This design comes from an exercise in tuning for small area, a short achievable clock period and few clock cycles per item on the open sky130 flow, not from production work.
Function was checked by simulation only, so behaviour that the tests miss may differ from the original.

the reference run:
Design haze_removal, start of the top module:
module haze_removal( clock, reset, in_valid, frame_start, win_r, win_g, win_b,
                     out_valid, Jr, Jg, Jb );
Size in the first run: roughly 3,400 cells after synthesis, ~190 flip-flops, ~250 I/O pins, ~0.019 mm² of cells after synthesis.
Settings: LEC_CHECK=0, ABC_AREA=1, CAP_MARGIN=20, CORE_MARGIN=2, CORE_UTILIZATION=40, SLEW_MARGIN=20; clock period 40.0 ns.
standard.sh (not shown) runs the stock make flow with config.mk's settings and CLKGATE_MAP_FILE= SYNTH_SCRIPT=/design/flow/synth_recipe.tcl, a recipe that flattens the netlist after the stock synthesis.
==> flow/flow/run.sh <==
#!/bin/bash
# The standard layout (bash standard.sh: ORFS synthesis to finish, with
# the standard flow's config.mk and SDC unchanged), with two changes to how the layout is
# made:
#  * the port buffers are plain buffers (buf_1) instead of the delay buffers
#    that buffer_ports otherwise picks;
#  * repair_timing aims for a setup slack margin, so that the resizer works on
#    the critical paths although the 40 ns clock is met with room to spare.
# Each tool's full output goes to standard.log in this folder (ORFS also
# keeps its per-step logs under orfs/logs).
set -euo pipefail
export BUFFER_PORTS_ARGS="-buffer_cell sky130_fd_sc_hd__buf_1"
export SETUP_SLACK_MARGIN=${SETUP_SLACK_MARGIN_OVERRIDE:-29.5}
bash standard.sh > standard.log 2>&1
Testbench counts of the reference run, summed over its fixed seeds: cycles 16,016, items 16,000.
Inputs modified between the reference run and the trial run:
-- flow/flow/run.sh --
<<< the reference run, line 12
export BUFFER_PORTS_ARGS="-buffer_cell sky130_fd_sc_hd__buf_1"
export SETUP_SLACK_MARGIN=${SETUP_SLACK_MARGIN_OVERRIDE:-29.5}
bash standard.sh > standard.log 2>&1
>>> the trial run, line 12
export BUFFER_PORTS_ARGS="-buffer_cell sky130_fd_sc_hd__buf_1"
export SETUP_SLACK_MARGIN=${SETUP_SLACK_MARGIN_OVERRIDE:-28.5}
bash standard.sh > standard.log 2>&1
Findings:
- Of the trial run and the reference run, it is the trial run that has the lower detailed-route wire length.
- Between the reference run and the trial run, global-route usage decreased.
- In terms of clock tree skew after final layout, the trial run and the reference run differ only marginally.

Another version of the RTL of haze_removal (not shown whole).
For scale: roughly 190 flip-flops, ~250 I/O pins, about 19000 µm² of cells after synthesis.
// haze_removal
module haze_removal( clock, reset, in_valid, frame_start, win_r, win_g, win_b,
                     out_valid, Jr, Jg, Jb );
clock: 40.0 ns
lec_check: 0
abc_area: 1
cap_margin: 20
core_margin: 2
core_utilization: 40
slew_margin: 20
==> flow/flow/run.sh <==
#!/bin/bash
# The standard layout (bash standard.sh: ORFS synthesis to finish, with
# the standard flow's config.mk and SDC unchanged), with two changes to how the layout is
# made:
#  * the port buffers are plain buffers (buf_1) instead of the delay buffers
#    that buffer_ports otherwise picks;
#  * repair_timing aims for a setup slack margin, so that the resizer works on
#    the critical paths although the 40 ns clock is met with room to spare.
# Each tool's full output goes to standard.log in this folder (ORFS also
# keeps its per-step logs under orfs/logs).
set -euo pipefail
export BUFFER_PORTS_ARGS="-buffer_cell sky130_fd_sc_hd__buf_1"
export SETUP_SLACK_MARGIN=${SETUP_SLACK_MARGIN_OVERRIDE:-28.8}
export RECOVER_POWER=${RECOVER_POWER_OVERRIDE:-100}
bash standard.sh > standard.log 2>&1
The starting point finished with max-capacitance violations, max-slew violations left.
Testbench counts at the start, summed over its fixed seeds: cycles 16,016, items 16,000.
Rerun with:
--- a/flow/flow/run.sh
+++ b/flow/flow/run.sh
@@ -11,5 +11,4 @@
 set -euo pipefail
 export BUFFER_PORTS_ARGS="-buffer_cell sky130_fd_sc_hd__buf_1"
-export SETUP_SLACK_MARGIN=${SETUP_SLACK_MARGIN_OVERRIDE:-28.8}
-export RECOVER_POWER=${RECOVER_POWER_OVERRIDE:-100}
+export SETUP_SLACK_MARGIN=${SETUP_SLACK_MARGIN_OVERRIDE:-28.5}
 bash standard.sh > standard.log 2>&1
With this change the flow finished clean.
Synthesized area stays the same.
Design area drops by 2.2%.
Flip-flop and latch count is unchanged.
Die area does not change.
Clock skew barely changes.
Count of clock-buffer cells in the layout stays the same.
Utilization decreases by 1.0 points.

Another version of the RTL of haze_removal (not shown whole).
For scale: ~3400 cells after synthesis, about 190 flip-flops, about 250 I/O pins, roughly 19000 sq um of cells after synthesis.
// haze_removal
module haze_removal( clock, reset, in_valid, frame_start, win_r, win_g, win_b,
                     out_valid, Jr, Jg, Jb );
Settings: LEC_CHECK=0, ABC_AREA=1, CAP_MARGIN=20, CORE_MARGIN=2, CORE_UTILIZATION=40, SLEW_MARGIN=20; clock period 40.0 ns.
==> flow/flow/run.sh <==
#!/bin/bash
# The standard layout (bash standard.sh: ORFS synthesis to finish, with
# the standard flow's config.mk and SDC unchanged), with two changes to how the layout is
# made:
#  * the port buffers are plain buffers (buf_1) instead of the delay buffers
#    that buffer_ports otherwise picks;
#  * repair_timing aims for a setup slack margin, so that the resizer works on
#    the critical paths although the 40 ns clock is met with room to spare.
# Each tool's full output goes to standard.log in this folder (ORFS also
# keeps its per-step logs under orfs/logs).
set -euo pipefail
export BUFFER_PORTS_ARGS="-buffer_cell sky130_fd_sc_hd__buf_1"
export SETUP_SLACK_MARGIN=${SETUP_SLACK_MARGIN_OVERRIDE:-29.0}
bash standard.sh > standard.log 2>&1
The baseline finished clean.
Testbench counts at the start, summed over its fixed seeds: cycles 16,016, items 16,000.
==> next run, changes <==
--- a/flow/flow/run.sh
+++ b/flow/flow/run.sh
@@ -12,3 +12,4 @@
 export BUFFER_PORTS_ARGS="-buffer_cell sky130_fd_sc_hd__buf_1"
 export SETUP_SLACK_MARGIN=${SETUP_SLACK_MARGIN_OVERRIDE:-29.0}
+export SETUP_MOVE_SEQUENCE=${SETUP_MOVE_SEQUENCE_OVERRIDE:-sizeup,swap}
 bash standard.sh > standard.log 2>&1
=>
- synthesized cell count does not change
- cell count fell by 4.6%
- routed wire length went down by 2.7%

Another version of the RTL of haze_removal (not shown whole).
Size in the first run: ~380 flip-flops.
==> flow/design.v (excerpt) <==
module haze_removal( clock, reset, in_valid, frame_start, win_r, win_g, win_b,
                     out_valid, Jr, Jg, Jb );
==> flow/config.mk <==
export PLATFORM = sky130hd
export DESIGN_NAME = haze_removal
export DESIGN_NICKNAME = haze_removal
export VERILOG_FILES = /design/flow/design.v
export SDC_FILE = /design/flow/constraint.sdc
export NUM_CORES = 4
export LEC_CHECK = 0
export ABC_AREA = 1
export CAP_MARGIN = 20
export CORE_MARGIN = 2
export CORE_UTILIZATION = 60
export SLEW_MARGIN = 20
==> flow/constraint.sdc <==
create_clock -name core_clock -period 40.0 [get_ports {clock}]
set_input_delay 8.0000 -clock core_clock [delete_from_list [all_inputs] [get_ports {clock}]]
set_output_delay 8.0000 -clock core_clock [all_outputs]
set_load 0.01 [all_outputs]
==> flow/flow/run.sh <==
#!/bin/bash
# The standard layout (bash standard.sh: ORFS synthesis to finish, with
# the standard flow's config.mk and SDC unchanged), with two changes to how the layout is
# made:
#  * the port buffers are plain buffers (buf_1) instead of the delay buffers
#    that buffer_ports otherwise picks;
#  * repair_timing aims for a setup slack margin, so that the resizer works on
#    the critical paths although the 40 ns clock is met with room to spare.
# Each tool's full output goes to standard.log in this folder (ORFS also
# keeps its per-step logs under orfs/logs).
set -euo pipefail
export BUFFER_PORTS_ARGS="-buffer_cell sky130_fd_sc_hd__buf_1"
export SETUP_SLACK_MARGIN=${SETUP_SLACK_MARGIN_OVERRIDE:-28.5}
bash standard.sh > standard.log 2>&1
Testbench counts at the start, summed over its fixed seeds: cycles 16,024, items 16,000.
Rerun with:
--- a/flow/config.mk
+++ b/flow/config.mk
@@ -11 +11 @@
-export CORE_UTILIZATION = 60
+export CORE_UTILIZATION = 75
Area after synthesis is unchanged.
Register-to-register slack hardly moves.
Worst setup slack improves by 18 ps.

haze_removal with an RTL version that a note above also has.
For scale: ~3400 cells after synthesis, ~190 flip-flops, ~0.019 sq mm of cells after synthesis.
Settings: LEC_CHECK=0, ABC_AREA=1, CAP_MARGIN=20, CORE_MARGIN=2, CORE_UTILIZATION=40, SLEW_MARGIN=20; clock period 40.0 ns.
==> flow/flow/run.sh <==
#!/bin/bash
# The standard layout (bash standard.sh: ORFS synthesis to finish, with
# the standard flow's config.mk and SDC unchanged), with two changes to how the layout is
# made:
#  * the port buffers are plain buffers (buf_1) instead of the delay buffers
#    that buffer_ports otherwise picks;
#  * after floorplan, upsized combinational cells go back to drive
#    strength 1 (flow/downsize.tcl), for the repair steps to size again;
#  * repair_timing aims for a setup slack margin, so that the resizer works on
#    the critical paths although the 40 ns clock is met with room to spare.
# Each tool's full output goes to standard.log in this folder (ORFS also
# keeps its per-step logs under orfs/logs).
set -euo pipefail
export BUFFER_PORTS_ARGS="-buffer_cell sky130_fd_sc_hd__buf_1"
export SETUP_SLACK_MARGIN=${SETUP_SLACK_MARGIN_OVERRIDE:-28.5}
export POST_FLOORPLAN_TCL=$(pwd)/flow/downsize.tcl
bash standard.sh > standard.log 2>&1
==> flow/flow/downsize.tcl <==
# Area recovery before placement: every combinational cell that synthesis
# upsized goes back to drive strength 1 of the same function (same pins);
# the later repair steps (repair_design, repair_timing) size up again where
# slew, capacitance or timing need it. Registers, clock cells and the port
# buffers are left as they are.
set db [ord::get_db]
set n 0
foreach inst [[ord::get_db_block] getInsts] {
  set m [$inst getMaster]
  set name [$m getName]
  if {![regexp {^sky130_fd_sc_hd__([a-z0-9]+)_([0-9]+)$} $name -> base size]} { continue }
  if {$size <= 1} { continue }
  if {[regexp {^(df|sdf|edf|dl|clk|tap|fill|decap|conb|diode|buf$)} $base]} { continue }
  set new [$db findMaster sky130_fd_sc_hd__${base}_1]
  if {$new == "NULL"} { continue }
  $inst swapMaster $new
  incr n
}
puts "downsize: $n cells set to drive strength 1"
Testbench counts at the start, summed over its fixed seeds: cycles 16,016, items 16,000.
Rerun with:
--- a/flow/flow/run.sh
+++ b/flow/flow/run.sh
@@ -7,2 +6,0 @@
-#  * after floorplan, upsized combinational cells go back to drive
-#    strength 1 (flow/downsize.tcl), for the repair steps to size again;
@@ -15,2 +13 @@
-export SETUP_SLACK_MARGIN=${SETUP_SLACK_MARGIN_OVERRIDE:-28.5}
-export POST_FLOORPLAN_TCL=$(pwd)/flow/downsize.tcl
+export SETUP_SLACK_MARGIN=${SETUP_SLACK_MARGIN_OVERRIDE:-0}
removed: flow/flow/downsize.tcl
Effect:
- via count decreases by 1.4%
- core utilization decreases by 2.1 points
- global-route usage increases by 1.0 points
- worst setup slack loses 0.34 ns

## ember
haze_removal again, from the RTL that the note above started with.
clock: 40.0 ns
lec_check: 0
abc_area: 1
cap_margin: 20
core_margin: 2
core_utilization: 40
slew_margin: 20
==> flow/flow/run.sh <==
#!/bin/bash
# The standard layout (bash standard.sh: ORFS synthesis to finish, with
# the standard flow's config.mk and SDC unchanged), with two changes to how the layout is
# made:
#  * the port buffers are plain buffers (buf_2) instead of the delay buffers
#    that buffer_ports otherwise picks;
#  * repair_timing aims for a setup slack margin, so that the resizer works on
#    the critical paths although the 40 ns clock is met with room to spare.
# Each tool's full output goes to standard.log in this folder (ORFS also
# keeps its per-step logs under orfs/logs).
set -euo pipefail
export BUFFER_PORTS_ARGS="-buffer_cell sky130_fd_sc_hd__buf_2"
export SETUP_SLACK_MARGIN=${SETUP_SLACK_MARGIN_OVERRIDE:-0}
bash standard.sh > standard.log 2>&1
Testbench counts of ember, summed over its fixed seeds: cycles 16,016, items 16,000.
[inputs] lagoon vs ember
Settings: an added GPL_TIMING_DRIVEN of 1.
--- a/flow/flow/run.sh
+++ b/flow/flow/run.sh
@@ -5 +5 @@
-#  * the port buffers are plain buffers (buf_2) instead of the delay buffers
+#  * the port buffers are plain buffers (buf_1) instead of the delay buffers
@@ -12,2 +12,2 @@
-export BUFFER_PORTS_ARGS="-buffer_cell sky130_fd_sc_hd__buf_2"
-export SETUP_SLACK_MARGIN=${SETUP_SLACK_MARGIN_OVERRIDE:-0}
+export BUFFER_PORTS_ARGS="-buffer_cell sky130_fd_sc_hd__buf_1"
+export SETUP_SLACK_MARGIN=${SETUP_SLACK_MARGIN_OVERRIDE:-28.5}
Findings:
- lagoon completed every stage of the flow, and the final layout passed the timing, DRC and antenna checks.
- lagoon vs. ember: peak clock frequency supported by timing went up by about 2.4%.
- ember → lagoon: total wire length increased by 1.5% relative to the old numbers.
## Diff of input files: yarrow against lagoon
Settings: removing GPL_TIMING_DRIVEN (formerly 1); changing CORE_UTILIZATION from 40 to 60.
--- a/flow/flow/run.sh
+++ b/flow/flow/run.sh
@@ -5 +5 @@
-#  * the port buffers are plain buffers (buf_1) instead of the delay buffers
+#  * the port buffers are plain buffers (buf_2) instead of the delay buffers
@@ -12,2 +12,2 @@
-export BUFFER_PORTS_ARGS="-buffer_cell sky130_fd_sc_hd__buf_1"
-export SETUP_SLACK_MARGIN=${SETUP_SLACK_MARGIN_OVERRIDE:-28.5}
+export BUFFER_PORTS_ARGS="-buffer_cell sky130_fd_sc_hd__buf_2"
+export SETUP_SLACK_MARGIN=${SETUP_SLACK_MARGIN_OVERRIDE:-0}
==> comparison <==
lagoon → yarrow: full die area down 33%, part of the Yosys area used for sequential elements flat, met1 track utilization from global routing up 5.6 points.
From lagoon to yarrow the numbers moved as follows: cell area fell about 3%, proportion of cell area occupied by multi-input gates was more or less identical.
yarrow went all the way through synthesis, placement and routing and the layout is clean on timing, DRC and antenna.
lagoon -> yarrow: wire length reported by the detailed router decreased by a few percent
Data arrival time of the worst path (higher): yarrow

## run A
haze_removal, a different RTL version from the one above (not shown whole).
For scale: about 3,100 cells after synthesis, roughly 110 flip-flops, about 250 I/O pins, about 0.018 sq mm of cells after synthesis.
Design haze_removal, start of the top module:
module haze_removal( clock, reset, in_valid, frame_start, win_r, win_g, win_b,
                     out_valid, Jr, Jg, Jb );
export LEC_CHECK = 0
export ABC_AREA = 1
export CAP_MARGIN = 20
export CORE_MARGIN = 2
export CORE_UTILIZATION = 40
export SLEW_MARGIN = 20
create_clock -name core_clock -period 40.0 [get_ports {clock}]
==> flow/flow/run.sh <==
#!/bin/bash
# The standard layout (bash standard.sh: ORFS synthesis to finish, with
# the standard flow's config.mk and SDC unchanged), with two changes to how the layout is
# made:
#  * the port buffers are plain buffers (buf_2) instead of the delay buffers
#    that buffer_ports otherwise picks;
#  * repair_timing aims for a setup slack margin, so that the resizer works on
#    the critical paths although the 40 ns clock is met with room to spare.
# Each tool's full output goes to standard.log in this folder (ORFS also
# keeps its per-step logs under orfs/logs).
set -euo pipefail
export BUFFER_PORTS_ARGS="-buffer_cell sky130_fd_sc_hd__buf_2"
export SETUP_SLACK_MARGIN=${SETUP_SLACK_MARGIN_OVERRIDE:-25}
bash standard.sh > standard.log 2>&1
Testbench counts of run A, summed over its fixed seeds: cycles 16,008, items 16,000.
Setup changes, run A to run B
-- flow/flow/run.sh --
<<< run A, line 12
export BUFFER_PORTS_ARGS="-buffer_cell sky130_fd_sc_hd__buf_2"
export SETUP_SLACK_MARGIN=${SETUP_SLACK_MARGIN_OVERRIDE:-25}
bash standard.sh > standard.log 2>&1
>>> run B, line 12
export BUFFER_PORTS_ARGS="-buffer_cell sky130_fd_sc_hd__buf_2"
export SETUP_SLACK_MARGIN=${SETUP_SLACK_MARGIN_OVERRIDE:-27}
bash standard.sh > standard.log 2>&1
## What came out
- The final layout from run B, which completed every stage, passed the timing, DRC and antenna checks at the end of the flow.
- Diff run A -> run B: count of buffers not belonging to the clock network in the layout rose by 222, core utilization picked up an extra 10 points.
- Run A leaves less setup margin than run B.
- Tightest hold margin: higher on run B
- Total global-route track usage (run B over run A): increase, 1.3 points
- Run B vs. run A: detailed router's first-iteration violation count went up by 54.
- Changes observed in run B relative to run A: wire length higher; maximum achievable frequency higher.
Modified inputs, run C compared to run B
-- flow/flow/run.sh --
<<< run B, line 12
export BUFFER_PORTS_ARGS="-buffer_cell sky130_fd_sc_hd__buf_2"
export SETUP_SLACK_MARGIN=${SETUP_SLACK_MARGIN_OVERRIDE:-27}
bash standard.sh > standard.log 2>&1
>>> run C, line 12
export BUFFER_PORTS_ARGS="-buffer_cell sky130_fd_sc_hd__buf_2"
export SETUP_SLACK_MARGIN=${SETUP_SLACK_MARGIN_OVERRIDE:-0}
bash standard.sh > standard.log 2>&1
==> comparison <==
- Taking run C as 1.0, run B lands at 1.2 on met2 wire length.
- Worst setup slack for run C: 0.92 ns down relative to run B
- The higher worst-case hold slack of run B and run C is in run B.

-- re-timing with driven ports --
How much do the figures lean on ideal ports? The routed layouts below were timed once more, with nothing changed but the port constraints. Step 1 sets driving cells, clkbuf_16 on the clock port and buf_2 on the other inputs (assumed; they add their load-dependent delay and slew). Step 2, shift: input delay + t, output delay - t, t = (earliest + latest rising clock arrival at the registers) / 2. This alone moves slack from input paths to output paths. Slacks: ideal / step 1 / step 2; pairs: ideal / step 1.
| run | t, ns | slack for setup (ns) | hold slack, ns |
|---|---|---|---|
| the reference run | 0.534 | 28.929 / 28.955 / 28.421 | 0.439 / 0.439 / 0.439 |
| the trial run | 0.532 | 28.893 / 28.929 / 28.396 | 0.429 / 0.429 / 0.429 |
| the first run of note 2 | 0.528 | 26.504 / 26.504 / 26.504 | 0.426 / 0.426 / 0.426 |
| the second run of note 2 | 0.525 | 28.957 / 28.990 / 28.465 | 0.421 / 0.421 / 0.421 |
| the first run of note 3 | 0.534 | 28.966 / 28.980 / 28.446 | 0.409 / 0.409 / 0.409 |
| the second run of note 3 | 0.534 | 28.865 / 28.883 / 28.349 | 0.406 / 0.406 / 0.406 |
| the first run of note 4 | 0.622 | 30.905 / 30.847 / 31.154 | 0.332 / 0.332 / 0.332 |
| the second run of note 4 | 0.587 | 30.922 / 30.868 / 31.199 | 0.326 / 0.326 / 0.326 |
| the first run of note 5 | 0.546 | 28.908 / 28.944 / 28.397 | 0.412 / 0.412 / 0.412 |
| the second run of note 5 | 0.529 | 28.569 / 28.569 / 28.216 | 0.431 / 0.431 / 0.431 |
| ember | 0.524 | 28.630 / 28.630 / 28.364 | 0.443 / 0.443 / 0.443 |
| lagoon | 0.532 | 28.893 / 28.929 / 28.396 | 0.429 / 0.429 / 0.429 |
| yarrow | 0.512 | 28.233 / 28.233 / 28.201 | 0.413 / 0.413 / 0.413 |
| run A | 0.418 | 25.738 / 25.761 / 25.343 | 0.541 / 0.541 / 0.541 |
| run B | 0.426 | 26.428 / 26.435 / 26.009 | 0.557 / 0.557 / 0.557 |
| run C | 0.421 | 25.512 / 25.543 / 25.122 | 0.539 / 0.539 / 0.539 |
The setup slack of the first run of note 3, which loses most, moves by +0.014 ns with the drivers and by -0.520 ns with both steps.
